Context: an optimization exercise on an open-source flow, tuned for small area, a short achievable clock period and few clock cycles. The choices shown serve that exercise and are no tape-out recipe. Function was not checked in any run shown here: the RTL went through the layout flow alone. No activity file was given, so power comes from the tool's default toggle rates.

===== flow/constraint.sdc =====
create_clock -name core_clock -period 8.0 [get_ports {clk}]
set_input_delay 1.6000 -clock core_clock [delete_from_list [all_inputs] [get_ports {clk}]]
set_output_delay 1.6000 -clock core_clock [all_outputs]
set_load 0.01 [all_outputs]

===== flow/design.v =====
module finder(clk,rst_n,wr,din,find,dfind,full,is,location);
	input clk;
	input rst_n;
	input wr;
	input [7:0] din;
	input find;
	input [7:0] dfind;
	output reg full;
	output reg is;
	output [5:0] location;
	reg [7:0] mem [0:62];
	reg [5:0] pointer;
	always @(posedge clk or negedge rst_n)
		if (!rst_n) begin
			pointer <= 6'd0;
			full <= 1'b0;
		end else if (wr) begin
			if (pointer != 6'd63) begin
				pointer <= pointer + 6'd1;
				full <= 1'b0;
			end else begin
				pointer <= 6'd0;
				full <= 1'b1;
			end
		end
	genvar i;
	generate
		for (i = 0; i < 63; i = i + 1) begin : g_mem
			always @(posedge clk)
				if (wr && pointer == i)
					mem[i] <= din;
		end
	endgenerate
	wire [63:0] m;
	wire [63:0] h;
	generate
		for (i = 0; i < 63; i = i + 1) begin : g_cmp
			assign m[i] = (mem[i] == dfind);
			assign h[i] = m[i] & (location <= i);
		end
	endgenerate
	assign m[63] = 1'b0;
	assign h[63] = 1'b0;
	function [5:0] first32(input [31:0] v);
		reg [4:0] idx;
		integer k;
		begin
			idx = 5'd0;
			for (k = 31; k >= 0; k = k - 1)
				if (v[k]) idx = k;
			first32 = {|v, idx};
		end
	endfunction
	wire [5:0] c_hl = first32(h[31:0]);
	wire [5:0] c_hh = first32(h[63:32]);
	wire [5:0] c_ml = first32(m[31:0]);
	wire [5:0] c_mh = first32(m[63:32]);
	reg a_hl, a_hh, a_ml;
	reg [4:0] i_hl, i_hh, i_ml, i_mh;
	always @(posedge clk or negedge rst_n)
		if (!rst_n) begin
			is <= 1'b0;
			a_hl <= 1'b1;
			a_hh <= 1'b0;
			a_ml <= 1'b0;
			i_hl <= 5'd0;
			i_hh <= 5'd0;
			i_ml <= 5'd0;
			i_mh <= 5'd0;
		end else if (find) begin
			is <= c_ml[5] | c_mh[5];
			a_hl <= c_hl[5];
			a_hh <= c_hh[5];
			a_ml <= c_ml[5];
			i_hl <= c_hl[4:0];
			i_hh <= c_hh[4:0];
			i_ml <= c_ml[4:0];
			i_mh <= c_mh[4:0];
		end
	assign location = a_hl ? {1'b0, i_hl} :
	                  a_hh ? {1'b1, i_hh} :
	                  a_ml ? {1'b0, i_ml} : {1'b1, i_mh};
endmodule

===== flow/run.sh =====
#!/bin/bash
# synth_recipe.tcl (not shown) runs the flow's synth.tcl, then flattens the netlist and writes it again
# the make line also repeats each setting of config.mk as NAME=value (left out here)
make -C /OpenROAD-flow-scripts/flow DESIGN_CONFIG=/design/flow/config.mk WORK_HOME=/design/flow/orfs CLKGATE_MAP_FILE= SYNTH_SCRIPT=/design/flow/synth_recipe.tcl finish

===== flow/config.mk =====
export PLATFORM = sky130hd
export DESIGN_NAME = finder
export DESIGN_NICKNAME = finder
export VERILOG_FILES = /design/flow/design.v
export SDC_FILE = /design/flow/constraint.sdc
export NUM_CORES = 4
export LEC_CHECK = 0
export CAP_MARGIN = 20
export CORE_MARGIN = 2
export CORE_UTILIZATION = 40
export CTS_BUF_LIST = sky130_fd_sc_hd__clkbuf_16
export CTS_CLUSTER_DIAMETER = 100
export CTS_CLUSTER_SIZE = 25
export SETUP_SLACK_MARGIN = 4.5
export SLEW_MARGIN = 20

==> run summary, run 1 <==
status no timing/DRC/antenna violations; Post-synth EDFFs ~500; Die Height approximately 260 um; syn avg cell area between 10 and 15 um^2; Sequential Power Share between 50 and 60%; ant diodes 0; crit start category flip-flop; Worst-Skew Late Latency a little over 600 ps; vias in the first global route around 16000; Synth Flop Type edfxtp_1; xor and xnor area share after synthesis about 17%; vias per cell ~5.7; hpwl dp approximately 44000 um; Synth top area share 58.5%; RSZ-0062 raised after global routing true; area leader, netlist edfxtp_1; post-layout util 45.2%; Cells after Synth slightly below 2000; Worst Setup Path Type flip-flop to primary output; Switching Power between 0.0015 and 0.002 W; initial antenna violation count 0; CTS Sinks approximately 540; Worst Path Arrival about 2300 ps; highest net fanout along the worst path 5; Num CTS Buffers 27; Vias about 16000; Horiz. Die Dim 258 um; Hold Vio Cnt, Final 0; final worst-path cycle share about half; Post-Synth Simple-Gate Area between 10% and 20%; HP Class flip-flop to flip-flop; max-cap viol count 0; final WL ~76000 um; Worst VDD drop roughly 170 uV; routability congestion estimate approximately 0.93; mux cell area share after synthesis 0.329%; initial drt markers around 1700; synthesized area 0.0259 mm^2; Max Clk Rate 0.260 GHz; Switching Fraction between 20 and 30%; critical path endpoint category primary output; clock share of power 27.3%; Worst path slowest cell dfstp_4; clock slew at reported path FFs around 90 ps; number of H-tree levels 1; PortBufs 27; Largest stage delay, worst path between 600 and 700 ps; Netlist cell types around 110; post-synthesis sequential element count around 540; TritonCTS clock tree yes; dpl ws 3010 ps; deepest clock path buffer count 3; Global Route Usage Sum between 20% and 30%; first-pass GRT wire length 109000 um; largest family of logic cells by synthesized area XOR/XNOR gates; Power Internal ~0.0041 W; Worst path most repeated cell buf_6; setup TNS 0 ps; die area around 0.067 mm^2; post-synthesis sequential area ratio between 60% and 70%; clock skew after layout 26.6 ps; Wirelength per Cell 26.6 um; root buffer cell clkbuf_16; Residual DRC 0; total of warnings raised by yosys 2; largest net degree at the start of global routing 64; Lkg Pwr 9.55 nW; final net count 2006; setup violators final 0; pwr dens a little under 200 mW/mm^2; Starting Density a little over 40%; Synth async-reset ratio under 10%; syn_nets approximately 2000; Final min period around 3800 ps; worst setup margin between 4000 and 5000 ps; Logic pwr share between 10% and 20%; max_slew headroom around 28%; Synth Area in Adders less than 1%; Synth area leaders edfxtp_1 (58%), xor2_1 (11%), xnor2_1 (6.4%); WP data required 6400 ps; critical-path cell list buf_6 -> and2b_2 -> a221oi_4 -> buf_12 -> inv_12 -> buf_6; fin. max-slew vios 0; num rows just over 90; P&R area growth vs syn 12.2%; worst-margin pin slew 1080 ps; gr ovfl total 0; DRT Pass-1 Iters 5; Synth Area in Compound Gates 7.50%; num ports 28; layout cells sized above 1 16.0%; post-route ant nets 0; Core Area roughly 0.064 mm^2
-- flip-flops by register name, summed over array words and instances, names as in the netlist --
signal,flops
a_hl,1
full,1
i_hh,5
i_ml,5
a_hh,1
i_hl,5
mem,504
i_mh,5
a_ml,1
is,1
pointer,6
-- synthesized netlist by cell type, types with 17 or more instances --
| cell type | count |
|---|---|
| o21ai_0 | 36 |
| edfxtp_1 | 504 |
| nand2_1 | 100 |
| xnor2_1 | 188 |
| nor2_1 | 120 |
| dfrtp_1 | 30 |
| clkbuf_1 | 18 |
| a21oi_1 | 38 |
| nand3_1 | 31 |
| inv_1 | 19 |
| buf_6 | 20 |
| buf_4 | 35 |
| nor3_1 | 17 |
| nand4_1 | 54 |
| nor4_1 | 85 |
| xor2_1 | 318 |
-- per-layer routing --
metal,wire [um],vias to the layer above,GRT usage (%)
met5,0,-,0
met4,1760,0,5.60
met2,35400,590,35.9
li1,-,7207,-
met1,34300,8281,31.9
met3,4200,99,2.05
-- final timing paths --
check	slack, ps	endpoint	depth (start not counted)	from
setup / recovery	4150	location[2]	6	a_hl
hold / removal	540	i_ml[0]	1	i_ml[0]
setup reg to reg	4620	i_hl[3]	11	a_hl
hold reg to reg	540	i_ml[0]	1	i_ml[0]
max in group asynchronous	6240	a_ml	1	rst_n
min in group asynchronous	1110	i_ml[2]	1	rst_n
-- cell type report --
cell class	instances	area (um^2)
clock buffers	27	676
clock inverters	14	121
fillers	5687	35200
inverters	24	141
multi-input cells	1283	9750
flip-flops and latches	535	15900
well taps	855	1070
repair buffers	111	1380
-- worst max-delay path: cells and delay by family, from the launching register on --
family,cells,cell delay (ps)
DFF,1,660
AOI/OAI and AO/OA,1,350
buffers and inverters,4,400
and+or+nand+nor,1,230
-- timing repair --
item,in CTS,in global routing
pin swaps,10,15
hold buffers,0,0
resized for setup,173,70
buffers inserted,35,16
setup endpoints to repair,518,235
cloned,5,3
-- through the flow --
step | std cells | total power (W) | instance area, um^2 | hold WS [ps]
detailed placement | 2749 | 0.00406 | 26800 | 516
floorplan | 1929 | 0.00378 | 26200 | 451
global route | 2849 | 0.00589 | 29100 | 561
CTS | 2830 | 0.00569 | 28600 | 536
global placement | 2749 | 0.00405 | 26800 | 526
finish | 2849 | 0.00571 | 29100 | 543
-- cell usage in the layout (no fill, tap or decap), types with 8 or more instances in the layout --
master | Yosys | final
or2_2 | 11 | 9
nor4_1 | 85 | 67
a21oi_1 | 38 | 33
buf_4 | 35 | 56
and2_1 | 14 | 12
nand2_1 | 100 | 85
o211ai_1 | 12 | 12
nand3_1 | 31 | 30
a211oi_1 | 13 | 10
a31oi_1 | 10 | 10
o21ai_1 | 8 | 11
edfxtp_1 | 504 | 504
xnor2_1 | 188 | 188
nand4_1 | 54 | 54
a21o_1 | 11 | 10
buf_12 | 0 | 8
nand3b_1 | 9 | 9
buf_16 | 0 | 14
nand2b_1 | 12 | 12
nor2b_1 | 10 | 9
nor4_2 | 1 | 17
xor2_1 | 318 | 318
nor2_2 | 3 | 42
buf_6 | 20 | 11
o21a_1 | 10 | 10
nand2_2 | 2 | 17
o21ai_0 | 36 | 30
nor2_1 | 120 | 75
inv_1 | 19 | 24
buf_2 | 13 | 10
clkbuf_16 | 0 | 30
dfrtp_1 | 30 | 28
nor3_1 | 17 | 16
-- kinds of logic after synthesis --
kind of cell               Yosys count
muxes                                7
adders and majority gates            5
AOI/OAI and AO/OA                  256
xor gates and xnor gates           506
DFF                                535
buffers and inverters              111
and+or+nand+nor                    509
-- power groups by stage --
stage	registers (W)	logic, W	clock network (W)
2_1_floorplan	0.00326	0.000526	0
3_3_place_gp	0.00329	0.000764	0
3_5_place_dp	0.00329	0.000768	0
4_1_cts	0.00322	0.000894	0.00157
5_1_grt	0.00324	0.000982	0.00167
6_report	0.00323	0.000930	0.00156
==> inputs of run 2 (changes only) <==
--- a/flow/design.v
+++ b/flow/design.v
@@ -56,12 +56,12 @@
 	wire [5:0] c_ml = first32(m[31:0]);
 	wire [5:0] c_mh = first32(m[63:32]);
-	reg a_hl, a_hh, a_ml;
+	reg s_hh, s_ml, s_mh;
 	reg [4:0] i_hl, i_hh, i_ml, i_mh;
 	always @(posedge clk or negedge rst_n)
 		if (!rst_n) begin
 			is <= 1'b0;
-			a_hl <= 1'b1;
-			a_hh <= 1'b0;
-			a_ml <= 1'b0;
+			s_hh <= 1'b0;
+			s_ml <= 1'b0;
+			s_mh <= 1'b0;
 			i_hl <= 5'd0;
 			i_hh <= 5'd0;
@@ -70,7 +70,7 @@
 		end else if (find) begin
 			is <= c_ml[5] | c_mh[5];
-			a_hl <= c_hl[5];
-			a_hh <= c_hh[5];
-			a_ml <= c_ml[5];
+			s_hh <= ~c_hl[5] & c_hh[5];
+			s_ml <= ~c_hl[5] & ~c_hh[5] & c_ml[5];
+			s_mh <= ~c_hl[5] & ~c_hh[5] & ~c_ml[5];
 			i_hl <= c_hl[4:0];
 			i_hh <= c_hh[4:0];
@@ -78,6 +78,7 @@
 			i_mh <= c_mh[4:0];
 		end
-	assign location = a_hl ? {1'b0, i_hl} :
-	                  a_hh ? {1'b1, i_hh} :
-	                  a_ml ? {1'b0, i_ml} : {1'b1, i_mh};
+	wire s_hl = ~(s_hh | s_ml | s_mh);
+	assign location = {s_hh | s_mh,
+	                   ({5{s_hl}} & i_hl) | ({5{s_hh}} & i_hh) |
+	                   ({5{s_ml}} & i_ml) | ({5{s_mh}} & i_mh)};
 endmodule
--- a/flow/config.mk
+++ b/flow/config.mk
@@ -9,7 +9,7 @@
 export CORE_MARGIN = 2
 export CORE_UTILIZATION = 40
-export CTS_BUF_LIST = sky130_fd_sc_hd__clkbuf_16
-export CTS_CLUSTER_DIAMETER = 100
-export CTS_CLUSTER_SIZE = 25
+export CTS_BUF_LIST = sky130_fd_sc_hd__clkbuf_8
+export CTS_CLUSTER_DIAMETER = 60
+export CTS_CLUSTER_SIZE = 18
 export SETUP_SLACK_MARGIN = 4.5
 export SLEW_MARGIN = 20
==> run 2 against run 1 <==
  * Synthesized cell count down 0.52%
  * Design area decreased by 0.95%
  * Flip-flop and latch count is the same
  * First-iteration DRC count fell by 5.9%
  * Sequential share of layout area grew 0.51 points
  * Combinational power is 9.1% lower
  * Register-to-register slack hardly changed
  * Worst setup slack gained 28 ps
  * Final cell count up 0.32%
  * Die area is 2.4% lower
  * Fmax rose by 0.73%
  * Count of clock-buffer cells in the layout up 16
  * Critical path type unchanged
==> run summary, run 2 <==
final worst-path cycle share a little under half; largest net degree at the start of global routing between 60 and 70; setup violators final 0; RSZ-0062 raised after global routing true; layout cells sized above 1 ~16%; HP Class flip-flop to flip-flop; DRT Pass-1 Iters 7; Lkg Pwr 9.40 nW; worst-margin pin slew between 900 and 1000 ps; first-pass GRT wire length between 100000 and 150000 um; Vias ~16000; largest registers mem (504), pointer (6); Worst VDD drop 142 uV; Residual DRC 0; post-synthesis sequential element count around 540; Synth top area share 59.9%; total of warnings raised by yosys 2; root buffer cell clkbuf_8; Synth async-reset ratio roughly 5.8%; Netlist cell types 86; final WL 74300 um; area leader, netlist edfxtp_1; Global Route Usage Sum between 20% and 30%; synthesized area 0.0253 mm^2; Worst-Skew Late Latency 670 ps; Starting Density between 40% and 50%; Final min period 3820 ps; most common cell after layout, fill and taps aside edfxtp_1; max reg flops between 500 and 600; post-synthesis sequential area ratio a little over three fifths; Max Clk Rate roughly 0.26 GHz; pwr dens about 200 mW/mm^2; top post-synthesis cells by count edfxtp_1 (504), xor2_1 (305), xnor2_1 (202); syn avg cell area 13.2 um^2; PortBufs 27; most frequent cells in the layout edfxtp_1 (504), xor2_1 (304), xnor2_1 (202); Biggest register mem; Worst Setup Path Type flip-flop to primary output; Hold Vio Cnt, Final 0; critical path endpoint category primary output; Worst Path Arrival approximately 2200 ps; gr ovfl total 0; Synth Flop Type edfxtp_1; Post-synth EDFFs slightly above 500; routability congestion estimate between 0.9 and 1; Core Area between 0.06 and 0.07 mm^2; status no timing/DRC/antenna violations; die area between 0.06 and 0.07 mm^2; vias per cell approximately 5.6; vias in the first global route 15900; Num CTS Buffers 43; max_slew headroom between 30% and 40%; initial antenna violation count 1; Die Height approximately 260 um; WP data required ~6400 ps; num rows a little over 90; max-cap viol count 0; highest net fanout along the worst path 7; hold slack between 500 and 600 ps; clock skew after layout ~56 ps; final net count 2008; fin. max-slew vios 0; Horiz. Die Dim between 200 and 300 um; num ports 28; setup TNS 0 ps; TritonCTS clock tree yes; deepest clock path buffer count 3; P&R area growth vs syn 13.9%; CTS Sinks between 500 and 600; Synth area leaders edfxtp_1 (60%), xor2_1 (11%), xnor2_1 (7.0%); initial drt markers about 1600; syn_nets 1943; clock slew at reported path FFs 90 ps; number of H-tree levels 2; Cells after Synth between 1500 and 2000; crit start category flip-flop; hpwl dp around 43000 um; post-route ant nets 0; Wirelength per Cell around 26 um; count leader, synth edfxtp_1
==> run 2: final timing paths <==
check	startpoint	to	slack, ps	cells past startpoint
hold reg to reg	i_ml[3]	i_ml[3]	520	1
setup / recovery	s_hh	location[4]	4180	6
setup reg to reg	s_hh	s_mh	4610	10
max in group asynchronous	rst_n	s_mh	6270	1
hold / removal	i_ml[3]	i_ml[3]	520	1
min in group asynchronous	rst_n	pointer[0]	1080	1
==> run 2: critical path, stage by stage, from the launching register on <==
cell,delay [ps]
dfrtp_2,490
buf_6,140
a222oi_1,360
buf_4,200
o31a_4,170
clkinvlp_4,110
buf_6,130
==> run 2: power breakdown <==
part           leakage, nW  internal (W)  switching [W]  total, W
Clock                0.446      0.000576       0.000986   0.00156
Sequential            4.94       0.00316      0.0000607   0.00322
Combinational         4.01      0.000283       0.000562  0.000845
==> run 2: cell families after synthesis <==
group                      Yosys count  synth area share (%)
DFF                                535                  63.0
and+or+nand+nor                    509                  10.4
xor gates and xnor gates           507                  17.6
AOI/OAI and AO/OA                  250                  6.62
buffers and inverters              113                  2.19
adders and majority gates            4                 0.198
muxes                                1                0.0396
==> run 2: cell type report <==
type | instances | area [um^2]
timing repair inverter | 1 | 5.00
clock inverter | 29 | 262
fill | 5595 | 34000
sequential | 535 | 15900
antenna | 1 | 2.50
multi-input combinational | 1271 | 9410
tap | 846 | 1060
clock buffer | 43 | 592
inverter | 24 | 130
timing repair buffer | 108 | 1400
==> run 2: metrics by stage <==
| step | std cells | power [W] | instance area (um^2) | setup slack, ps | util (%) |
|---|---|---|---|---|---|
| floorplan | 1919 | 0.00374 | 25700 | 4400 | - |
| global placement | 2727 | 0.00397 | 26400 | 3080 | 42.1 |
| detailed placement | 2727 | 0.00398 | 26400 | 3100 | 42.1 |
| CTS | 2842 | 0.00562 | 28200 | 4170 | 44.9 |
| global route | 2858 | 0.00583 | 28800 | 4110 | 45.9 |
| finish | 2858 | 0.00563 | 28800 | 4180 | 45.9 |
==> run 2: timing repair <==
item,CTS,global route
hold buffers,0,0
setup buffers,36,10
hold endpoints to repair,0,0
endpoints found under the setup margin,334,184
pin swaps,17,16
gates cloned,7,5
resized for setup,152,84
==> run 2: routing by layer <==
metal	up-vias	wire, um	share of wire (%)	track usage (%)
li1	7127	-	-	-
met1	8209	32700	44	31.1
met2	586	34700	47	35.3
met3	115	4870	6.6	2.92
met4	0	1960	2.6	6.50
met5	-	0	0	0
==> inputs of run 3 (changes only) <==
--- a/flow/design.v
+++ b/flow/design.v
@@ -32,10 +32,11 @@
 		end
 	endgenerate
+	wire [5:0] p;
 	wire [63:0] m;
 	wire [63:0] h;
 	generate
 		for (i = 0; i < 63; i = i + 1) begin : g_cmp
-			assign m[i] = (mem[i] == dfind);
-			assign h[i] = m[i] & (location <= i);
+			eq8 u_eq (.a(mem[i]), .b(dfind), .y(m[i]));
+			assign h[i] = m[i] & (p <= i);
 		end
 	endgenerate
@@ -78,7 +79,19 @@
 			i_mh <= c_mh[4:0];
 		end
-	wire s_hl = ~(s_hh | s_ml | s_mh);
-	assign location = {s_hh | s_mh,
-	                   ({5{s_hl}} & i_hl) | ({5{s_hh}} & i_hh) |
-	                   ({5{s_ml}} & i_ml) | ({5{s_mh}} & i_mh)};
+	sel4 u_loc (.s({s_mh, s_ml, s_hh}), .a(i_hl), .b(i_hh), .c(i_ml), .d(i_mh), .y(location));
+	sel4 u_p (.s({s_mh, s_ml, s_hh}), .a(i_hl), .b(i_hh), .c(i_ml), .d(i_mh), .y(p));
 endmodule
+module eq8(a, b, y);
+	input [7:0] a;
+	input [7:0] b;
+	output y;
+	assign y = (a == b);
+endmodule
+module sel4(s, a, b, c, d, y);
+	input [2:0] s;
+	input [4:0] a, b, c, d;
+	output [5:0] y;
+	wire sa = ~(s[0] | s[1] | s[2]);
+	assign y = {s[0] | s[2],
+	            ({5{sa}} & a) | ({5{s[0]}} & b) | ({5{s[1]}} & c) | ({5{s[2]}} & d)};
+endmodule
--- a/flow/config.mk
+++ b/flow/config.mk
@@ -14,2 +14,3 @@
 export SETUP_SLACK_MARGIN = 4.5
 export SLEW_MARGIN = 20
+export SYNTH_HIERARCHICAL = 1
==> run 3 against run 2 <==
  * Worst setup slack improved by 210 ps
  * Critical endpoint is now mem[10][5]
  * Synthesized cell count fell by 2.8%
  * Clock power rose by 15%
  * Flip-flop and latch count did not move
  * Highest routed layer is now met5
  * Total power rose by 4.3%
  * Largest power group unchanged
  * Largest cell class unchanged
  * Combinational power rose by 1%
  * Die area fell by 0.16%
==> run summary, run 3 <==
status no timing/DRC/antenna violations; Wirelength per Cell 26.4 um; initial antenna violation count 1; largest registers mem (504), pointer (6); vias in the first global route between 15000 and 20000; routability congestion estimate about 0.93; mux cell area share after synthesis less than 1%; Residual DRC 0; max reg flops around 500; synthesized area 0.0252 mm^2; area leader, netlist edfxtp_1; Cells after Synth 1866; final net count around 2000; number of H-tree levels 2; Lkg Pwr about 8.7 nW; pwr dens 205 mW/mm^2; gr ovfl total 0; Starting Density slightly above 40%; syn_nets ~1900; Synth async-reset ratio under 10%; Worst VDD drop between 100 and 150 uV; Worst Path Arrival a little under 4000 ps; num rows 92; PortBufs 27; root buffer cell clkbuf_8; setup TNS 0 ps; hpwl dp 43300 um; Synth area leaders edfxtp_1 (60%), xnor2_1 (18%), nand4_1 (3.4%); P&R area growth vs syn 13.8%; WP data required just over 8000 ps; Horiz. Die Dim approximately 260 um; DRT Pass-1 Iters 6; largest family of logic cells by synthesized area XOR/XNOR gates; Global Route Usage Sum roughly 22%; die area ~0.065 mm^2; post-synthesis sequential area ratio between 60% and 70%; most frequent cells in the layout xnor2_1 (506), edfxtp_1 (504), nand4_1 (137); highest net fanout along the worst path 16; clock slew at reported path FFs ~100 ps; CTS Sinks around 540; Worst Setup Path Type input pin to flip-flop; critical path endpoint category flip-flop; crit start category input pin; initial drt markers approximately 1700; Biggest register mem; vias per cell 5.65; fillcell total approximately 5600; most common cell after layout, fill and taps aside xnor2_1; clock skew after layout roughly 35 ps; worst-margin pin slew around 1000 ps; Worst-Skew Late Latency roughly 700 ps; max-cap viol count 0; hold_buf cts 0; top post-synthesis cells by count xnor2_1 (506), edfxtp_1 (504), nor2_1 (175); final worst-path cycle share about 45%; Synth Flop Type edfxtp_1; num ports 28; Num CTS Buffers between 40 and 50; Core Area 0.0627 mm^2; Synth Area in Compound Gates under 10%; syn avg cell area roughly 14 um^2; count leader, synth xnor2_1; deepest clock path buffer count 3; Hold Vio Cnt, Final 0; HP Class flip-flop to flip-flop; fin. max-slew vios 0; Die Height approximately 260 um; Max Clk Rate 0.277 GHz; xor and xnor area share after synthesis 17.6%; RSZ-0062 raised after global routing true; post-route ant nets 0; largest net degree at the start of global routing 64; TritonCTS clock tree yes; post-synthesis sequential element count 535; first-pass GRT wire length 105000 um; max_slew headroom 32.5%; Finished Cell Area roughly 0.029 mm^2; Synth top area share approximately 60%; Final Power 0.00587 W; Netlist cell types between 90 and 100; Post-synth EDFFs roughly 500; Vias about 16000; Post-Synth Simple-Gate Area between 10% and 20%; Final min period 3610 ps; total of warnings raised by yosys 9; Synth Area in Adders 0.243%; setup violators final 0; final WL 75100 um; DP Area roughly 0.027 mm^2; layout cells sized above 1 13.8%
==> run 3: cell count changes in the layout (fill, tap and decap cells not counted), moves of 27 or more <==
cell	delta
xor2_1	-303
xnor2_1	+304
nor4_2	-27
nand2_1	-33
nand4_1	+79
nor4_1	-36
==> run 3: Yosys stat by module, one instance, submodules excluded <==
| module | flops+latches | times used | cells inside |
|---|---|---|---|
| sel4 | 0 | 2 | 12 |
| finder | 535 | 1 | 1149 |
| eq8 | 0 | 63 | 11 |
==> run 3: routing by layer <==
metal  GRT usage (%)  vias up  routed length (um)
met1            30.9     8257               33400
met2            36.8      590               35100
met5               0        -                  10
met4            6.57        2                1890
li1                -     7145                   -
met3            2.67      100                4620
==> run 3: metrics by stage <==
step / setup slack, ps / instances / utilization, % / hold WS (ps)
3_3_place_gp: 2940 / 2730 / 42.3 / 496
2_1_floorplan: 4650 / 1866 / - / 477
3_5_place_dp: 2910 / 2730 / 42.3 / 507
6_report: 4390 / 2849 / 45.8 / 531
5_1_grt: 4380 / 2848 / 45.7 / 551
4_1_cts: 4130 / 2823 / 44.8 / 532
==> run 3: cells by family after synthesis <==
kind of cell / Yosys count
DFF: 535
xor gates and xnor gates: 507
and+or+nand+nor: 503
AOI/OAI and AO/OA: 242
buffers and inverters: 70
adders and majority gates: 5
muxes: 4
==> run 3: final cells by class <==
cell class,count,area (um^2),area share (%)
Multi-Input combinational cell,1261,9300,32.4
Clock inverter,35,437,1.52
Timing Repair Buffer,93,1240,4.34
Sequential cell,535,15900,55.4
Inverter,33,128,0.445
Tap cell,846,1060,3.69
Clock buffer,45,619,2.16
Antenna cell,1,2.50,0.00872
==> run 3: final timing paths <==
kind,from,to,slack [ps],depth (start not counted)
worst max-delay path,wr,mem[10][5],4390,3
worst min-delay path,i_mh[3],i_mh[3],530,1
worst max register to register,s_hh,i_hl[2],4560,11
worst min register to register,i_mh[3],i_mh[3],530,1
max in group asynchronous,rst_n,s_hh,6210,1
min in group asynchronous,rst_n,pointer[5],1100,1
==> run 3: where the power goes <==
part | switching, W | internal, W | leakage (nW)
Sequential | 0.0000610 | 0.00316 | 4.94
Combinational | 0.000565 | 0.000292 | 3.17
Clock | 0.000998 | 0.000793 | 0.544
Total | 0.00162 | 0.00425 | 8.65
==> run 3: timing repair <==
item	in CTS	in global routing
pin swaps	3	7
resized for setup	114	67
endpoints found under the setup margin	227	119
setup buffers	10	17
cloned	3	8
==> run 3: worst max-delay path: stages <==
cell             delay, ps
clkdlybuf4s50_1        840
or3b_2                 840
nor2_1                 620
==> inputs of run 4 (changes only) <==
--- a/flow/config.mk
+++ b/flow/config.mk
@@ -12,5 +12,5 @@
 export CTS_CLUSTER_DIAMETER = 60
 export CTS_CLUSTER_SIZE = 18
-export SETUP_SLACK_MARGIN = 4.5
+export SETUP_SLACK_MARGIN = 4.8
 export SLEW_MARGIN = 20
 export SYNTH_HIERARCHICAL = 1
==> run 4 against run 3 <==
  * Via count increased by 4.2%
  * Utilization increased by 2.3 points
  * Clock power decreased by 3%
  * Count of clock-buffer cells in the layout decreased by 2
  * Clock skew increased by 30 ps
  * First-iteration DRC count increased by 22%
  * Synthesized cell count unchanged
  * Largest power group unchanged
  * Sequential share of layout area decreased by 2.6 points
  * Sequential power about the same
  * Fmax decreased by 0.87%
  * Die area unchanged
==> run summary, run 4 <==
status no timing/DRC/antenna violations; RSZ-0062 raised after global routing true; DRT Pass-1 Iters 6; highest net fanout along the worst path 4; Largest stage delay, worst path 450 ps; syn_nets around 1900; Netlist cell types 92; Worst VDD drop 123 uV; count leader, synth xnor2_1; max_slew headroom a little over 30%; vias per cell 5.75; PortBufs 27; clock skew after layout 65.3 ps; Synth async-reset ratio roughly 5.8%; final net count about 2100; post-synthesis sequential area ratio a little over three fifths; Worst Setup Path Type flip-flop to primary output; Worst-Skew Late Latency about 700 ps; Hold Vio Cnt, Final 0; largest net degree at the start of global routing 64; Worst Path Arrival 2040 ps; Vias between 15000 and 20000; hpwl dp between 40000 and 50000 um; Die Height between 200 and 300 um; critical-path cell list buf_6 -> buf_6 -> a22o_1 -> a221o_1 -> buf_6; Final min period 3640 ps; Num CTS Buffers 43; clock slew at reported path FFs about 100 ps; setup violators final 0; Post-synth EDFFs around 500; Biggest register mem; final WL 78300 um; Starting Density around 40%; vias in the first global route roughly 15000; num ports 28; WP data required 6400 ps; P&R area growth vs syn 19.5%; gr ovfl total 0; worst setup margin 4360 ps; worst-margin pin slew between 1000 and 1500 ps; Synth area leaders edfxtp_1 (60%), xnor2_1 (18%), nand4_1 (3.4%); post-route ant nets 0; initial antenna violation count 0; Finished Cell Area 0.0301 mm^2; first-pass GRT wire length approximately 110000 um; CTS Sinks ~540; dpl ws around 3000 ps; Global Route Usage Sum between 20% and 30%; largest registers mem (504), pointer (6); total of warnings raised by yosys 9; Synth Flop Type edfxtp_1; Residual DRC 0; deepest clock path buffer count 3; routability congestion estimate 0.903; Lkg Pwr 9.30 nW; HP Class flip-flop to flip-flop; most common cell after layout, fill and taps aside edfxtp_1; num rows 92; fin. max-slew vios 0; Wirelength per Cell ~27 um; Critical path buffers and inverters 3; max-cap viol count 0; most frequent cells in the layout edfxtp_1 (504), xnor2_1 (501), nand4_1 (137); initial drt markers between 2000 and 2500; setup TNS 0 ps; root buffer cell clkbuf_8; post-synthesis sequential element count approximately 540; Core Area 0.0627 mm^2; delay-heaviest family, CP compound AO/OA/AOI/OAI gates; syn avg cell area between 10 and 15 um^2; top post-synthesis cells by count xnor2_1 (506), edfxtp_1 (504), nor2_1 (175); Horiz. Die Dim between 200 and 300 um; Synth top area share roughly 60%; number of H-tree levels 2; Worst path slowest cell dfrtp_2; flop-to-flop setup slack roughly 4800 ps; Cells after Synth between 1500 and 2000; critical path endpoint category primary output; fillcell total around 5500; crit start category flip-flop; TritonCTS clock tree yes; Worst path most repeated cell buf_6; area leader, netlist edfxtp_1; layout cells sized above 1 20.2%; max reg flops slightly above 500; Final Power ~0.0059 W; final worst-path cycle share between 40% and 50%; DP Area about 0.027 mm^2; synthesized area roughly 0.025 mm^2; pwr dens 197 mW/mm^2; Max Clk Rate about 0.27 GHz; die area 0.0651 mm^2; ant diodes 0
-- run 4: repair_timing --
item                       4_1_cts  5_1_grt
hold buffers                     0        0
gates resized for setup        241      111
cloned                          16        9
setup endpoints to repair      424      180
hold endpoints to repair         0        0
pin swaps                       23       47
buffers inserted                35       53
-- run 4: kinds of logic after synthesis --
family	count (synthesis)	synth area share, %
buffers and inverters	70	1.29
multiplexers	4	0.164
XOR/XNOR	507	17.6
AO/OA/AOI/OAI	242	7.00
AND/OR/NAND/NOR	503	10.6
flip-flops	535	63.1
adder cells (fa/ha/maj)	5	0.243
-- run 4: layer usage --
layer	share of wire (%)	GRT usage (%)
met3	7.9	3.00
met2	46	37.1
met1	43	32.9
met4	3.4	7.44
met5	0	0
-- run 4: final timing paths --
| path | startpoint | to | depth (start not counted) |
|---|---|---|---|
| worst max-delay path | s_hh | location[3] | 5 |
| worst min-delay path | i_mh[3] | i_mh[3] | 1 |
| worst max register to register | s_ml | i_hh[1] | 11 |
| worst min register to register | i_mh[3] | i_mh[3] | 1 |
| max in group asynchronous | rst_n | s_ml | 1 |
| min in group asynchronous | rst_n | i_ml[0] | 1 |
-- run 4: layout make-up --
| type | instances | area [um^2] | share of cell area (%) |
|---|---|---|---|
| sequential | 535 | 15900 | 52.8 |
| inverter | 33 | 129 | 0.428 |
| clock buffer | 43 | 592 | 1.96 |
| timing repair inverter | 1 | 5.00 | 0.0166 |
| timing repair buffer | 167 | 2210 | 7.32 |
| tap | 846 | 1060 | 3.51 |
| multi-input combinational | 1261 | 9850 | 32.7 |
| clock inverter | 30 | 382 | 1.27 |
-- run 4: metrics by stage --
stage	utilization (%)	hold slack, ps	std cells
floorplan	-	477	1866
global placement	42.3	497	2730
detailed placement	42.3	504	2730
CTS	46.3	528	2854
global route	48.0	551	2916
finish	48.0	528	2916
-- run 4: per-module statistics from Yosys, one instance, submodules excluded --
module / cells inside / copies in the design / area [um^2] / flip-flops and latches
finder: 1149 / 1 / 19600 / 535
sel4: 12 / 2 / 116 / 0
eq8: 11 / 63 / 86.3 / 0
-- run 4: where the power goes --
part / switching [W] / internal (W) / total, W
Combinational: 0.000610 / 0.000355 / 0.000965
Clock: 0.00101 / 0.000737 / 0.00174
Sequential: 0.0000656 / 0.00316 / 0.00323
==> inputs of run 5 (changes only) <==
--- a/flow/design.v
+++ b/flow/design.v
@@ -27,6 +27,8 @@
 	generate
 		for (i = 0; i < 63; i = i + 1) begin : g_mem
+			wire we;
+			and2 u_we (.a(wr), .b(pointer == i), .y(we));
 			always @(posedge clk)
-				if (wr && pointer == i)
+				if (we)
 					mem[i] <= din;
 		end
@@ -96,2 +98,8 @@
 	            ({5{sa}} & a) | ({5{s[0]}} & b) | ({5{s[1]}} & c) | ({5{s[2]}} & d)};
 endmodule
+module and2(a, b, y);
+	input a;
+	input b;
+	output y;
+	assign y = a & b;
+endmodule
==> run 5 against run 4 <==
  * Final cell count up 4.0%
  * Utilization up 0.95 points
  * Fmax up 2.7%
  * Hold slack better by 27 ps
  * Critical path type unchanged
  * Global-route usage up 1.0 points
  * Flip-flop and latch count unchanged
  * Register-to-register slack worse by 150 ps
  * Combinational power up 31%
  * Non-clock buffer count up 27
  * Worst setup slack better by 97 ps
  * Critical endpoint is now location[0]
  * Clock power down 5%
==> run summary, run 5 <==
status no timing/DRC/antenna violations; P&R area growth vs syn 20.9%; PortBufs 27; clock skew after layout between 30 and 40 ps; dpl ws about 2800 ps; WP data required between 6000 and 7000 ps; initial drt markers around 1900; Synth top area share 59.2%; final net count around 2200; fin. max-slew vios 0; TritonCTS clock tree yes; worst-margin pin slew just under 1000 ps; total of warnings raised by yosys 9; die area 0.0659 mm^2; Die Height roughly 260 um; highest net fanout along the worst path 4; area leader, netlist edfxtp_1; Switching Fraction around 30%; Power Internal 0.00435 W; HP Class flip-flop to flip-flop; Global Route Usage Sum 24.2%; fillcell total 5474; synthesized area roughly 0.026 mm^2; vias in the first global route between 15000 and 20000; initial antenna violation count 3; post-synthesis sequential element count 535; Biggest register mem; gr ovfl total 0; deepest clock path buffer count 3; Lkg Pwr ~9.7 nW; setup violators final 0; Starting Density about two fifths; first-pass GRT wire length about 120000 um; Residual DRC 0; most common cell after layout, fill and taps aside edfxtp_1; clock share of power a little over a quarter; Vias 17400; final WL ~84000 um; vias per cell between 5 and 6; final worst-path cycle share ~44%; routability congestion estimate roughly 0.95; Worst Path Arrival just under 2000 ps; Wirelength per Cell ~28 um; Hold Vio Cnt, Final 0; post-layout util 49.0%; most frequent cells in the layout edfxtp_1 (504), xnor2_1 (496), nand4_1 (136); syn_nets 1979; clock slew at reported path FFs 100 ps; Worst VDD drop about 90 uV; Synth Flop Type edfxtp_1; pwr dens about 200 mW/mm^2; post-route ant nets 0; worst setup margin about 4500 ps; num ports 28; setup TNS 0 ps; largest registers mem (504), pointer (6); Logic pwr share 20.5%; Synth area leaders edfxtp_1 (59%), xnor2_1 (17%), nand4_1 (3.3%); top post-synthesis cells by count xnor2_1 (507), edfxtp_1 (504), nor2_1 (193); max-cap viol count 0; layout cells sized above 1 19.7%; max reg flops 504; Sequential Power Share 52.7%; crit start category flip-flop; largest net degree at the start of global routing 71; root buffer cell clkbuf_8; Final min period approximately 3500 ps; RSZ-0062 raised after global routing true; Switching Power 0.00182 W; number of H-tree levels 2; Horiz. Die Dim 257 um; syn avg cell area 13.1 um^2; max_slew headroom between 30% and 40%; hpwl dp roughly 43000 um; Final Power between 0.006 and 0.007 W; Cells after Synth about 2000; DRT Pass-1 Iters 7; Worst-Skew Late Latency 670 ps; post-synthesis sequential area ratio roughly 62%; Max Clk Rate around 0.28 GHz; Netlist cell types 73; Post-synth EDFFs 504; Worst Setup Path Type flip-flop to primary output; count leader, synth xnor2_1; Core Area ~0.063 mm^2; Synth async-reset ratio around 5.8%; critical path endpoint category primary output; Num CTS Buffers 42; num rows ~90; CTS Sinks 535
[run 5: final timing paths]
path	startpoint	end	slack (ps)	cells past startpoint
worst max-delay path	s_hh	location[0]	4460	5
worst min-delay path	i_mh[2]	i_mh[2]	550	1
worst max register to register	s_mh	s_ml	4670	12
worst min register to register	i_mh[2]	i_mh[2]	550	1
max in group asynchronous	rst_n	s_mh	6250	1
min in group asynchronous	rst_n	i_ml[0]	1080	1
[run 5: logic make-up after synthesis]
| group | Yosys count | share of synthesized area, % |
|---|---|---|
| compound gates | 256 | 7.03 |
| xor+xnor | 508 | 17.4 |
| fa+ha+maj | 4 | 0.196 |
| buf+inv | 72 | 1.22 |
| flops | 535 | 62.3 |
| simple gates | 580 | 11.9 |
[run 5: routing by layer]
layer,track usage [%],up-vias,wire [um]
met1,33.0,8819,34800
li1,-,7620,-
met4,9.71,0,4140
met3,3.19,188,5630
met5,0,-,0
met2,39.3,745,39200
[run 5: power by group through the flow]
stage / Clock [W] / Sequential, W / Combinational [W]
global placement: 0 / 0.00332 / 0.000904
global route: 0.00178 / 0.00327 / 0.00132
floorplan: 0 / 0.00330 / 0.000523
CTS: 0.00169 / 0.00325 / 0.00113
detailed placement: 0 / 0.00333 / 0.000912
finish: 0.00165 / 0.00325 / 0.00126
[run 5: critical path, stage by stage (launching register included)]
cell     delay, ps
dfrtp_2        430
buf_6          130
nor3_4         210
buf_4          170
a221o_1        190
buf_2          150
[run 5: metrics by stage]
step           hold WS (ps)  cell area, um^2  cells
2_1_floorplan           478            25600   1955
3_3_place_gp            510            26900   2816
3_5_place_dp            518            26900   2816
4_1_cts                 542            29600   2960
5_1_grt                 574            30900   3032
6_report                554            30900   3032
[run 5: per-module statistics from Yosys, one instance, submodules excluded]
| module | flip-flops and latches | cells inside | area, um^2 | times used |
|---|---|---|---|---|
| eq8 | 0 | 11 | 86.3 | 63 |
| sel4 | 0 | 12 | 116 | 2 |
| and2 | 0 | 1 | 6.26 | 63 |
| finder | 535 | 1175 | 19500 | 1 |
[run 5: area by class of cell]
cell class / count / area [um^2] / area share (%)
flip-flops and latches: 535 / 15900 / 51.5
clock buffers: 46 / 633 / 2.05
repair buffers: 194 / 2580 / 8.35
inverters: 32 / 135 / 0.437
repair inverters: 1 / 5.00 / 0.0162
diodes: 1 / 2.50 / 0.00810
multi-input cells: 1348 / 10300 / 33.2
well taps: 846 / 1060 / 3.43
clock inverters: 29 / 302 / 0.976
[run 5: what timing repair did]
item,CTS,global route
gates cloned,22,9
gates resized for setup,213,145
buffers inserted,47,62
hold buffers,0,0
endpoints found under the setup margin,32,26
pin swaps,26,68
==> inputs of run 6 (changes only) <==
--- a/flow/config.mk
+++ b/flow/config.mk
@@ -12,5 +12,5 @@
 export CTS_CLUSTER_DIAMETER = 60
 export CTS_CLUSTER_SIZE = 18
-export SETUP_SLACK_MARGIN = 4.8
+export SETUP_SLACK_MARGIN = 4.5
 export SLEW_MARGIN = 20
 export SYNTH_HIERARCHICAL = 1
==> run 6 against run 5 <==
  * Clock power is essentially flat
  * Die area is the same
  * Still clean on timing, DRC and antenna
  * Count of clock-buffer cells in the layout shrank 2
  * Combinational power shrank 23%
  * Total power shrank 5.1%
  * Worst setup slack lost 25 ps
  * Critical path depth shrank 1
  * Area after synthesis is the same
  * Flip-flop and latch count is the same
  * Highest routed layer unchanged
  * Sequential power is essentially flat
==> run summary, run 6 <==
first-pass GRT wire length 104000 um; top post-synthesis cells by count xnor2_1 (507), edfxtp_1 (504), nor2_1 (193); RSZ-0062 raised after global routing true; pwr dens approximately 200 mW/mm^2; final net count just over 2000; number of H-tree levels 2; vias in the first global route about 16000; Wirelength per Cell about 25 um; max-cap viol count 0; clock slew at reported path FFs between 100 and 150 ps; clock skew after layout 45.5 ps; most frequent cells in the layout xnor2_1 (507), edfxtp_1 (504), nor2_1 (158); hpwl dp approximately 43000 um; Global Route Usage Sum about a fifth; die area 0.0659 mm^2; post-synthesis sequential element count 535; post-synthesis sequential area ratio between 60% and 70%; highest net fanout along the worst path 7; Hold Vio Cnt, Final 0; CTS Sinks ~540; syn avg cell area roughly 13 um^2; fin. max-slew vios 0; deepest clock path buffer count 3; PortBufs 27; Synth async-reset ratio 5.79%; routability congestion estimate 0.959; Worst setup endpoint location[2]; largest registers mem (504), pointer (6); hold_buf cts 0; DP Area approximately 0.027 mm^2; reg-to-reg startpoint s_hh; met1 Use GR about 29%; synthesized area approximately 0.026 mm^2; DRT Pass-1 Iters 7; Synth area leaders edfxtp_1 (59%), xnor2_1 (17%), nand4_1 (3.3%); ant diodes 0; max reg flops roughly 500; setup TNS 0 ps; TritonCTS clock tree yes; Horiz. Die Dim between 200 and 300 um; Cells after Synth approximately 2000; Netlist cell types between 70 and 80; area leader, netlist edfxtp_1; P&R area growth vs syn 12.0%; Worst path slowest cell dfrtp_2; Die Height between 200 and 300 um; worst-margin pin slew about 990 ps; final WL 72000 um; count leader, synth xnor2_1; met2 usage between 30% and 40%; Worst VDD drop between 100 and 150 uV; Core Area approximately 0.063 mm^2; Finished Cell Area ~0.029 mm^2; post-route ant nets 0; status no timing/DRC/antenna violations; Lkg Pwr around 8.6 nW; Vias 16300; Max Clk Rate about 0.28 GHz; Final min period around 3600 ps; Critical Path Source s_hh; grt met3 use roughly 2.8%; num rows between 90 and 100; Num CTS Buffers 43; Starting Density 40.5%; Worst-Skew Late Latency 680 ps; final worst-path cycle share roughly 45%; num ports 28; Largest stage delay, worst path 510 ps; critical-path cell list buf_6 -> a22o_1 -> a221o_1 -> buf_2; total of warnings raised by yosys 9; crit start category flip-flop; Synth top area share 59.2%; most common cell after layout, fill and taps aside xnor2_1; Residual DRC 0; layout cells sized above 1 between 10% and 20%; root buffer cell clkbuf_8; critical path endpoint category primary output; flop-to-flop setup slack around 4600 ps; worst reg2reg path endpoint s_ml; initial antenna violation count 1; gr ovfl total 0; Post-synth EDFFs about 500; vias per cell around 5.6; max_slew headroom between 30% and 40%; GRT Max-Usage Layer met2; Worst Setup Path Type flip-flop to primary output; largest net degree at the start of global routing around 70; initial drt markers 1657; setup violators final 0; WP data required around 6400 ps; worst reg2reg path depth 10; Worst Path Arrival 1970 ps; syn_nets 1979; Biggest register mem; HP Class flip-flop to flip-flop; Synth Flop Type edfxtp_1
run 6: cell counts after synthesis:
Identical to the previous run, type by type.
run 6: worst min-delay path by stage:
stage                     startpoint      end  slack (ps)  depth (start not counted)
after floorplan              i_mh[2]  i_mh[2]         480                          1
after global placement       i_mh[2]  i_mh[2]         510                          1
after detailed placement     i_mh[2]  i_mh[2]         510                          1
after CTS                    i_mh[2]  i_mh[2]         540                          1
after global routing         i_mh[3]  i_mh[3]         560                          1
final                        i_mh[2]  i_mh[2]         540                          1
run 6: layout make-up:
cell class / instances / area, um^2
Inverter: 32 / 128
Timing Repair inverter: 1 / 5.00
Tap cell: 846 / 1060
Clock buffer: 44 / 606
Fill cell: 5844 / 34500
Multi-Input combinational cell: 1348 / 9530
Sequential cell: 535 / 15900
Timing Repair Buffer: 83 / 1040
Clock inverter: 31 / 320
run 6: layer usage:
metal  share of wire (%)  vias up
met4                 2.2        0
met5                   0        -
li1                    -     7381
met3                 6.2       92
met1                  43     8313
met2                  49      561
run 6: cells by family after synthesis:
kind of cell / count (synthesis) / share of synthesized area, %
adders and majority gates: 4 / 0.196
DFF: 535 / 62.3
buffers and inverters: 72 / 1.22
AOI/OAI and AO/OA: 256 / 7.03
xor gates and xnor gates: 508 / 17.4
and+or+nand+nor: 580 / 11.9
run 6: where the power goes:
| part | switching (W) | internal [W] | total (W) |
|---|---|---|---|
| clock network | 0.000987 | 0.000651 | 0.00164 |
| registers | 0.0000741 | 0.00318 | 0.00325 |
| logic | 0.000641 | 0.000325 | 0.000966 |
run 6: worst max-delay path, delay by kind of cell (launching register included):
| kind | cells | cell delay, ps |
|---|---|---|
| buffers and inverters | 2 | 300 |
| AO/OA/AOI/OAI | 2 | 490 |
| flip-flops | 1 | 510 |
run 6: per-module statistics from Yosys, one instance, submodules excluded:
module	copies in the design	area, um^2	cells inside
sel4	2	116	12
and2	63	6.26	1
finder	1	19500	1175
eq8	63	86.3	11
run 6: what timing repair did:
item / 4_1_cts / 5_1_grt
buffers inserted: 12 / 7
gates resized for setup: 114 / 50
pin swaps: 3 / 9
endpoints found under the setup margin: 30 / 20
cloned: 2 / 5
run 6: metrics by stage:
stage / cells / utilization, % / setup WS (ps) / hold slack (ps) / total power, W
6_report: 2920 / 45.3 / 4430 / 541 / 0.00586
5_1_grt: 2920 / 45.3 / 4380 / 560 / 0.00607
4_1_cts: 2908 / 44.8 / 4390 / 537 / 0.00586
3_5_place_dp: 2819 / 42.6 / 2940 / 515 / 0.00419
3_3_place_gp: 2819 / 42.6 / 2880 / 509 / 0.00418
2_1_floorplan: 1955 / - / 4530 / 478 / 0.00382
==> inputs of run 7 (changes only) <==
--- a/flow/design.v
+++ b/flow/design.v
@@ -59,12 +59,22 @@
 	wire [5:0] c_ml = first32(m[31:0]);
 	wire [5:0] c_mh = first32(m[63:32]);
-	reg s_hh, s_ml, s_mh;
+	reg n_hl, s_hh, s_ml, s_mh;
+	reg q_hl, q_hh, q_ml, q_mh;
 	reg [4:0] i_hl, i_hh, i_ml, i_mh;
+	wire e_hl = c_hl[5];
+	wire e_hh = ~c_hl[5] & c_hh[5];
+	wire e_ml = ~c_hl[5] & ~c_hh[5] & c_ml[5];
+	wire e_mh = ~c_hl[5] & ~c_hh[5] & ~c_ml[5];
 	always @(posedge clk or negedge rst_n)
 		if (!rst_n) begin
 			is <= 1'b0;
+			n_hl <= 1'b0;
 			s_hh <= 1'b0;
 			s_ml <= 1'b0;
 			s_mh <= 1'b0;
+			q_hl <= 1'b1;
+			q_hh <= 1'b1;
+			q_ml <= 1'b1;
+			q_mh <= 1'b1;
 			i_hl <= 5'd0;
 			i_hh <= 5'd0;
@@ -73,7 +83,12 @@
 		end else if (find) begin
 			is <= c_ml[5] | c_mh[5];
-			s_hh <= ~c_hl[5] & c_hh[5];
-			s_ml <= ~c_hl[5] & ~c_hh[5] & c_ml[5];
-			s_mh <= ~c_hl[5] & ~c_hh[5] & ~c_ml[5];
+			n_hl <= ~e_hl;
+			s_hh <= e_hh;
+			s_ml <= e_ml;
+			s_mh <= e_mh;
+			q_hl <= e_hl;
+			q_hh <= ~e_hh;
+			q_ml <= ~e_ml;
+			q_mh <= ~e_mh;
 			i_hl <= c_hl[4:0];
 			i_hh <= c_hh[4:0];
@@ -81,6 +96,6 @@
 			i_mh <= c_mh[4:0];
 		end
-	sel4 u_loc (.s({s_mh, s_ml, s_hh}), .a(i_hl), .b(i_hh), .c(i_ml), .d(i_mh), .y(location));
-	sel4 u_p (.s({s_mh, s_ml, s_hh}), .a(i_hl), .b(i_hh), .c(i_ml), .d(i_mh), .y(p));
+	sel4 u_loc (.s({s_mh, s_ml, s_hh, n_hl}), .a(i_hl), .b(i_hh), .c(i_ml), .d(i_mh), .y(location));
+	sel4 u_p (.s({~q_mh, ~q_ml, ~q_hh, ~q_hl}), .a(i_hl), .b(i_hh), .c(i_ml), .d(i_mh), .y(p));
 endmodule
 module eq8(a, b, y);
@@ -91,10 +106,9 @@
 endmodule
 module sel4(s, a, b, c, d, y);
-	input [2:0] s;
+	input [3:0] s;
 	input [4:0] a, b, c, d;
 	output [5:0] y;
-	wire sa = ~(s[0] | s[1] | s[2]);
-	assign y = {s[0] | s[2],
-	            ({5{sa}} & a) | ({5{s[0]}} & b) | ({5{s[1]}} & c) | ({5{s[2]}} & d)};
+	assign y = {s[1] | s[3],
+	            ({5{~s[0]}} & a) | ({5{s[1]}} & b) | ({5{s[2]}} & c) | ({5{s[3]}} & d)};
 endmodule
 module and2(a, b, y);
==> run 7 against run 6 <==
  * Worst setup slack gained 81 ps
  * Fmax rose by 2.3%
  * Design area grew 3.4%
  * Utilization grew 1.6 points
  * Sequential power about the same
  * Global-route usage rose by 1.0 points
  * Clock skew is 7.8 ps higher
  * Flip-flop and latch count increased by 5
  * Die area shrank 0.16%
  * Synthesized cell count shrank 0.26%
  * Sequential share of layout area shrank 1.4 points
  * Wire length up 5.7%
==> run summary, run 7 <==
status no timing/DRC/antenna violations; die area 0.0658 mm^2; placed cells 2820; DP Area 0.0268 mm^2; Worst path slowest cell a2111oi_4; post-synthesis sequential element count 540; critical-path cell list buf_16 -> buf_16 -> xnor2_1 -> nand4_1 -> nor2_4 -> nor2b_2 -> o21ai_0 -> o2111ai_2 -> a2111oi_4 -> nand3_2 -> nor2_1 -> a21o_1; hold_buf cts 0; layout cells sized above 1 between 10% and 20%; ant diodes 0; pwr dens 197 mW/mm^2; num ports 28; Largest stage delay, worst path approximately 400 ps; Starting Density about two fifths; worst reg2reg path depth 10; WP data required 8590 ps; first-pass GRT wire length 108000 um; largest registers mem (504), pointer (6); Worst-Skew Late Latency 700 ps; reg-to-reg startpoint q_ml; Final min period around 3500 ps; final WL roughly 76000 um; Worst VDD drop approximately 100 uV; gr ovfl total 0; clock slew at reported path FFs 90 ps; PortBufs 27; total of warnings raised by yosys 9; DRT Pass-1 Iters 6; Global Route Usage Sum between 20 and 25%; post-route insts no fill slightly below 3000; worst setup margin approximately 4500 ps; num rows a little over 90; Final Power slightly below 0.006 W; Cells after Synth ~2000; Post-synth EDFFs 504; final worst-path cycle share 43.6%; TritonCTS clock tree yes; root buffer cell clkbuf_8; setup violators final 0; highest net fanout along the worst path 28; Core Area 0.0631 mm^2; Num CTS Buffers 44; vias per cell ~5.6; Lkg Pwr 9.13 nW; count leader, synth xnor2_1; hold path depth 2; Worst Hold End q_ml; deepest clock path buffer count 3; Reg area between 0.015 and 0.02 mm^2; number of H-tree levels 2; post-synthesis sequential area ratio a little over three fifths; Synth top area share about three fifths; Horiz. Die Dim roughly 260 um; synthesized area around 0.026 mm^2; Biggest register mem; area leader, netlist edfxtp_1; Residual DRC 0; Multi-input gate area ~0.0096 mm^2; Synth Flop Type edfxtp_1; Finished Cell Area between 0.02 and 0.03 mm^2; CTS Sinks 540; worst-margin pin slew 1050 ps; hold_sp q_ml; Worst path most repeated cell buf_16; fillcell total roughly 5700; top post-synthesis cells by count xnor2_1 (506), edfxtp_1 (504), nor2_1 (173); Max Clk Rate between 0.2 and 0.3 GHz; Synth area leaders edfxtp_1 (59%), xnor2_1 (17%), nand4_1 (3.5%); syn_nets ~2000; RSZ-0062 raised after global routing true; Netlist cell types between 60 and 70; initial antenna violation count 2; syn avg cell area approximately 13 um^2; max_slew headroom 30.2%; P&R area growth vs syn 16.0%; hpwl dp 43300 um; crit start category input pin; worst reg2reg path endpoint i_hl[2]; HP Class flip-flop to flip-flop; setup TNS 0 ps; largest net degree at the start of global routing 74; Hold Vio Cnt, Final 0; Vias around 17000; flop-to-flop setup slack 4660 ps; routability congestion estimate between 0.9 and 1; clock skew after layout approximately 53 ps; final net count 2124; post-route ant nets 0; delay-heaviest family, CP compound AO/OA/AOI/OAI gates; most common cell after layout, fill and taps aside edfxtp_1; max-cap viol count 0; most frequent cells in the layout edfxtp_1 (504), xnor2_1 (503), nand4_1 (143); dpl ws approximately 2800 ps; Worst Path Arrival roughly 4100 ps; Synth async-reset ratio under 10%; Die Height ~260 um; Worst Setup Path Type input pin to flip-flop; critical path endpoint category flip-flop; Critical path buffers and inverters 2; fin. max-slew vios 0; max reg flops a little over 500; vias in the first global route ~16000; initial drt markers about 1900; Wirelength per Cell 25.6 um
[run 7: how the worst max path moves through the flow]
stage	cells past startpoint	start	endpoint
floorplan	9	dfind[3]	is
global placement	13	dfind[7]	s_ml
detailed placement	13	dfind[7]	q_ml
CTS	11	dfind[3]	s_ml
global route	13	dfind[7]	i_mh[1]
finish	12	dfind[3]	s_hh
[run 7: layout make-up]
class                           instances  share of cell area [%]
Timing Repair Buffer                  138                    5.95
Sequential cell                       540                    54.2
Inverter                               37                   0.482
Clock buffer                           44                    2.05
Clock inverter                         32                    1.22
Multi-Input combinational cell       1339                    32.5
Tap cell                              846                    3.58
[run 7: worst reg2reg max path: stages, from the launching register on]
cell	delay, ps
dfstp_2	550
inv_1	100
a22oi_1	220
nand3_2	470
o211ai_1	590
o21ai_0	190
a31oi_2	400
nand2b_1	90
a21boi_0	130
o31a_1	290
o32ai_1	220
[run 7: routing by layer]
| layer | vias to the layer above | track usage [%] | routed length, um |
|---|---|---|---|
| li1 | 7446 | - | - |
| met1 | 8533 | 31.7 | 33800 |
| met2 | 677 | 35.6 | 35700 |
| met3 | 111 | 2.63 | 4760 |
| met4 | 0 | 5.78 | 1930 |
| met5 | - | 0 | 0 |
[run 7: power breakdown]
group / total, W / internal (W) / switching [W]
combinational: 0.000863 / 0.000295 / 0.000568
sequential: 0.00326 / 0.00319 / 0.0000639
clock: 0.00171 / 0.000694 / 0.00102
total: 0.00583 / 0.00418 / 0.00165
[run 7: cell families (layout without fill, tap and decap cells)]
family	Yosys count	in the layout	synth area share, %
fa+ha+maj	7	7	0.314
simple gates	579	579	11.8
mux	1	1	0.0442
flops	540	540	62.9
compound gates	246	246	6.30
buf+inv	71	251	1.25
xor+xnor	506	506	17.4
[run 7: Yosys stat by module, one instance, submodules excluded]
module	cell area, um^2	times used
finder	19400	1
and2	6.26	63
eq8	86.3	63
sel4	119	2
[run 7: through the flow]
stage | hold slack, ps | utilization (%)
after floorplan | 466 | -
after global placement | 511 | 42.5
after detailed placement | 529 | 42.5
after CTS | 553 | 45.0
after global routing | 557 | 46.9
final | 548 | 46.9
[run 7: what timing repair did]
| item | CTS | global route |
|---|---|---|
| pin swaps | 8 | 30 |
| gates cloned | 5 | 9 |
| setup buffers | 5 | 61 |
| resized for setup | 108 | 97 |
| setup endpoints to repair | 35 | 23 |
==> inputs of run 8 (changes only) <==
--- a/flow/config.mk
+++ b/flow/config.mk
@@ -12,5 +12,5 @@
 export CTS_CLUSTER_DIAMETER = 60
 export CTS_CLUSTER_SIZE = 18
-export SETUP_SLACK_MARGIN = 4.5
+export SETUP_SLACK_MARGIN = 4.7
 export SLEW_MARGIN = 20
 export SYNTH_HIERARCHICAL = 1
==> run 8 against run 7 <==
  * Still clean
  * Worst setup slack gained 120 ps
  * Utilization grew 1.8 points
  * Hold slack lost 2.8 ps
  * Area after synthesis is the same
  * Global-route usage grew 0.28 points
  * Sequential share of layout area shrank 2.0 points
  * Total power grew 2.2%
  * Clock skew shrank 16 ps
  * Combinational power grew 6.3%
  * Register-to-register slack gained 130 ps
  * Largest cell class unchanged
  * Largest power group unchanged
  * Highest routed layer unchanged
==> run summary, run 8 <==
Multi-input gate area between 0.01 and 0.015 mm^2; Starting Density between 40 and 50%; DRT Pass-1 Iters 5; clock slew at reported path FFs roughly 100 ps; Synth area leaders edfxtp_1 (59%), xnor2_1 (17%), nand4_1 (3.5%); post-synthesis sequential area ratio around 63%; Residual DRC 0; Max Clk Rate 0.297 GHz; root buffer cell clkbuf_8; largest net degree at the start of global routing 74; TritonCTS clock tree yes; Critical path buffers and inverters 5; Worst VDD drop 91.4 uV; Synth async-reset ratio under 10%; Biggest register mem; Switching Power approximately 0.0016 W; Worst path slowest cell nor4b_4; initial antenna violation count 0; worst-margin pin slew between 900 and 1000 ps; Horiz. Die Dim around 260 um; Hold Vio Cnt, Final 0; first-pass GRT wire length 109000 um; deepest clock path buffer count 3; final worst-path cycle share between 40% and 50%; fillcell total 5567; gr ovfl total 0; post-route ant nets 0; PortBufs 27; Vias about 17000; count leader, synth xnor2_1; total of warnings raised by yosys 9; crit start category input pin; Worst Setup Path Type input pin to flip-flop; Post-synth EDFFs 504; initial drt markers about 1600; max reg flops about 500; CTS Sinks 540; final net count between 2000 and 2500; Worst Path Arrival ~4000 ps; layout cells sized above 1 around a fifth; max-cap viol count 0; critical-path cell list buf_16 -> buf_16 -> buf_12 -> buf_6 -> xnor2_2 -> nand4_1 -> nor2_4 -> maj3_2 -> o21ai_4 -> a32oi_4 -> nor4b_4 -> buf_4 -> nor2_2 -> a21o_1; delay-heaviest family, CP buffers and inverters; Global Route Usage Sum between 20% and 30%; synthesized area 0.0255 mm^2; vias in the first global route about 16000; Switching Fraction between 20% and 30%; setup violators final 0; vias per cell roughly 5.6; Final Power roughly 0.0060 W; most common cell after layout, fill and taps aside edfxtp_1; clock skew after layout 37.1 ps; Lkg Pwr 9.66 nW; Num CTS Buffers 44; Synth top area share between 50 and 60%; num ports 28; critical path endpoint category flip-flop; Sequential Power Share 54.6%; Synth Flop Type edfxtp_1; Die Height 257 um; num rows about 90; area leader, netlist edfxtp_1; P&R area growth vs syn 20.5%; hpwl dp 40600 um; Final min period about 3400 ps; Netlist cell types a little under 70; post-synthesis sequential element count 540; DP Area between 0.02 and 0.03 mm^2; number of H-tree levels 2; clock share of power a little under a third; largest registers mem (504), pointer (6); final WL 75900 um; setup TNS 0 ps; RSZ-0062 raised after global routing true; WP data required approximately 8500 ps; Worst-Skew Late Latency between 600 and 700 ps; status no timing/DRC/antenna violations; die area approximately 0.066 mm^2; Worst path most repeated cell buf_16; Power Internal 0.00432 W; Reg area between 0.015 and 0.02 mm^2; HP Class flip-flop to flip-flop; Finished Cell Area approximately 0.031 mm^2; Core Area between 0.06 and 0.07 mm^2; highest net fanout along the worst path 8; pwr dens just under 200 mW/mm^2; Wirelength per Cell ~25 um; most frequent cells in the layout edfxtp_1 (504), xnor2_1 (480), nand4_1 (143); top post-synthesis cells by count xnor2_1 (506), edfxtp_1 (504), nor2_1 (173); routability congestion estimate approximately 0.9; Cells after Synth a little under 2000; ant diodes 0; syn_nets 1974; Largest stage delay, worst path between 300 and 400 ps; Logic pwr share 15.4%; fin. max-slew vios 0; syn avg cell area about 13 um^2; max_slew headroom 33.7%
[run 8: cell types whose count changed in the layout (fill, tap and decap cells not counted), sizes merged]
cell,change
buf,+36
bufbuf,+9
inv,-9
dlygate4sd2,-4
bufinv,+3
clkinv,+3
clkdlybuf4s15,+2
clkbuf,-1
clkdlybuf4s50,-1
dlymetal6s2s,-1
[run 8: repair_timing]
action	4_1_cts	5_1_grt
gates resized for setup	167	150
hold buffers	0	0
endpoints found under the setup margin	37	26
setup buffers	25	72
pin swaps	23	62
cloned	21	5
[run 8: metrics by stage]
stage	util (%)	hold WS [ps]	cells	setup WS, ps
final	48.7	545	3013	4630
after CTS	46.6	535	2936	4560
after global placement	42.6	513	2815	2820
after detailed placement	42.6	509	2815	2790
after floorplan	-	466	1950	4610
after global routing	48.7	577	3013	4590
[run 8: Yosys stat by module (local to each module, per instance)]
module  copies in the design  cell area, um^2
finder                     1            19400
sel4                       2              119
eq8                       63             86.3
and2                      63             6.26
[run 8: logic make-up after synthesis]
group,after synthesis,share of synthesized area (%)
AO/OA/AOI/OAI,246,6.30
buffers and inverters,71,1.25
flip-flops,540,62.9
AND/OR/NAND/NOR,579,11.8
multiplexers,1,0.0442
XOR/XNOR,506,17.4
adder cells (fa/ha/maj),7,0.314
[run 8: area by class of cell]
type,instances,share of cell area (%)
sequential,540,52.2
multi-input combinational,1339,32.9
timing repair buffer,176,7.59
tap,846,3.44
clock buffer,46,2.06
clock inverter,29,1.30
inverter,37,0.476
[run 8: final timing paths]
kind	startpoint	end	slack (ps)	cells past startpoint
worst min-delay path	i_hl[4]	i_hl[4]	550	1
worst min register to register	i_hl[4]	i_hl[4]	550	1
max in group asynchronous	rst_n	s_ml	6210	1
worst max-delay path	dfind[1]	s_hh	4630	14
worst max register to register	q_hl	s_hh	4790	14
min in group asynchronous	rst_n	i_hl[1]	1090	1
[run 8: power by group through the flow]
stage / logic, W / clock network (W) / registers, W
floorplan: 0.000446 / 0 / 0.00329
global placement: 0.000748 / 0 / 0.00331
detailed placement: 0.000756 / 0 / 0.00332
CTS: 0.000854 / 0.00182 / 0.00325
global route: 0.000974 / 0.00192 / 0.00326
finish: 0.000917 / 0.00179 / 0.00325
[run 8: metal layers]
layer,global-route usage [%],share of wire [%],vias up
met5,0,0,-
met1,31.1,43,8486
met2,37.3,47,624
met4,5.85,2.5,0
met3,2.63,6.9,118
li1,-,-,7536

-- port drivers added, routing unchanged --
The results above use ideal ports. As a check the final layouts listed here were re-extracted and re-timed, cells and wires unchanged. Step 1: set_driving_cell puts a clkbuf_16 on clk and a buf_2 on each other input, an assumption about the parent block. Step 2 adds t to the input delays and takes it off the output delays; t is the mean of the earliest and latest rising clock arrival at the registers after step 1. Input paths then give back, and output paths get back, about the clock's delay inside the block. a / b / c = ideal ports / drivers / drivers and shift; a / b = the first two.
run | t (ns) | setup slack, ns | hold WS [ns] | slew at the worst register clock pin (ns) | cell pins on the clock port's net
run 1 | 0.661 | 4.151 / 4.094 / 3.728 | 0.543 / 0.543 / 0.543 | 0.11 / 0.11 | 1
run 2 | 0.700 | 4.179 / 4.121 / 3.715 | 0.516 / 0.516 / 0.516 | 0.12 / 0.12 | 1
run 3 | 0.719 | 4.392 / 4.378 / 3.659 | 0.531 / 0.531 / 0.531 | 0.12 / 0.12 | 1
run 4 | 0.716 | 4.360 / 4.302 / 3.866 | 0.528 / 0.528 / 0.528 | 0.12 / 0.12 | 1
run 5 | 0.712 | 4.458 / 4.404 / 3.765 | 0.554 / 0.554 / 0.554 | 0.12 / 0.12 | 1
run 6 | 0.709 | 4.432 / 4.379 / 3.695 | 0.541 / 0.541 / 0.541 | 0.11 / 0.11 | 1
run 7 | 0.722 | 4.513 / 4.363 / 3.640 | 0.548 / 0.548 / 0.548 | 0.11 / 0.11 | 1
run 8 | 0.701 | 4.631 / 4.476 / 3.775 | 0.545 / 0.545 / 0.545 | 0.12 / 0.12 | 1
After both steps every run listed still meets setup and hold. The setup slack of run 7, which loses most, moves by -0.150 ns with the drivers and by -0.873 ns with both steps.
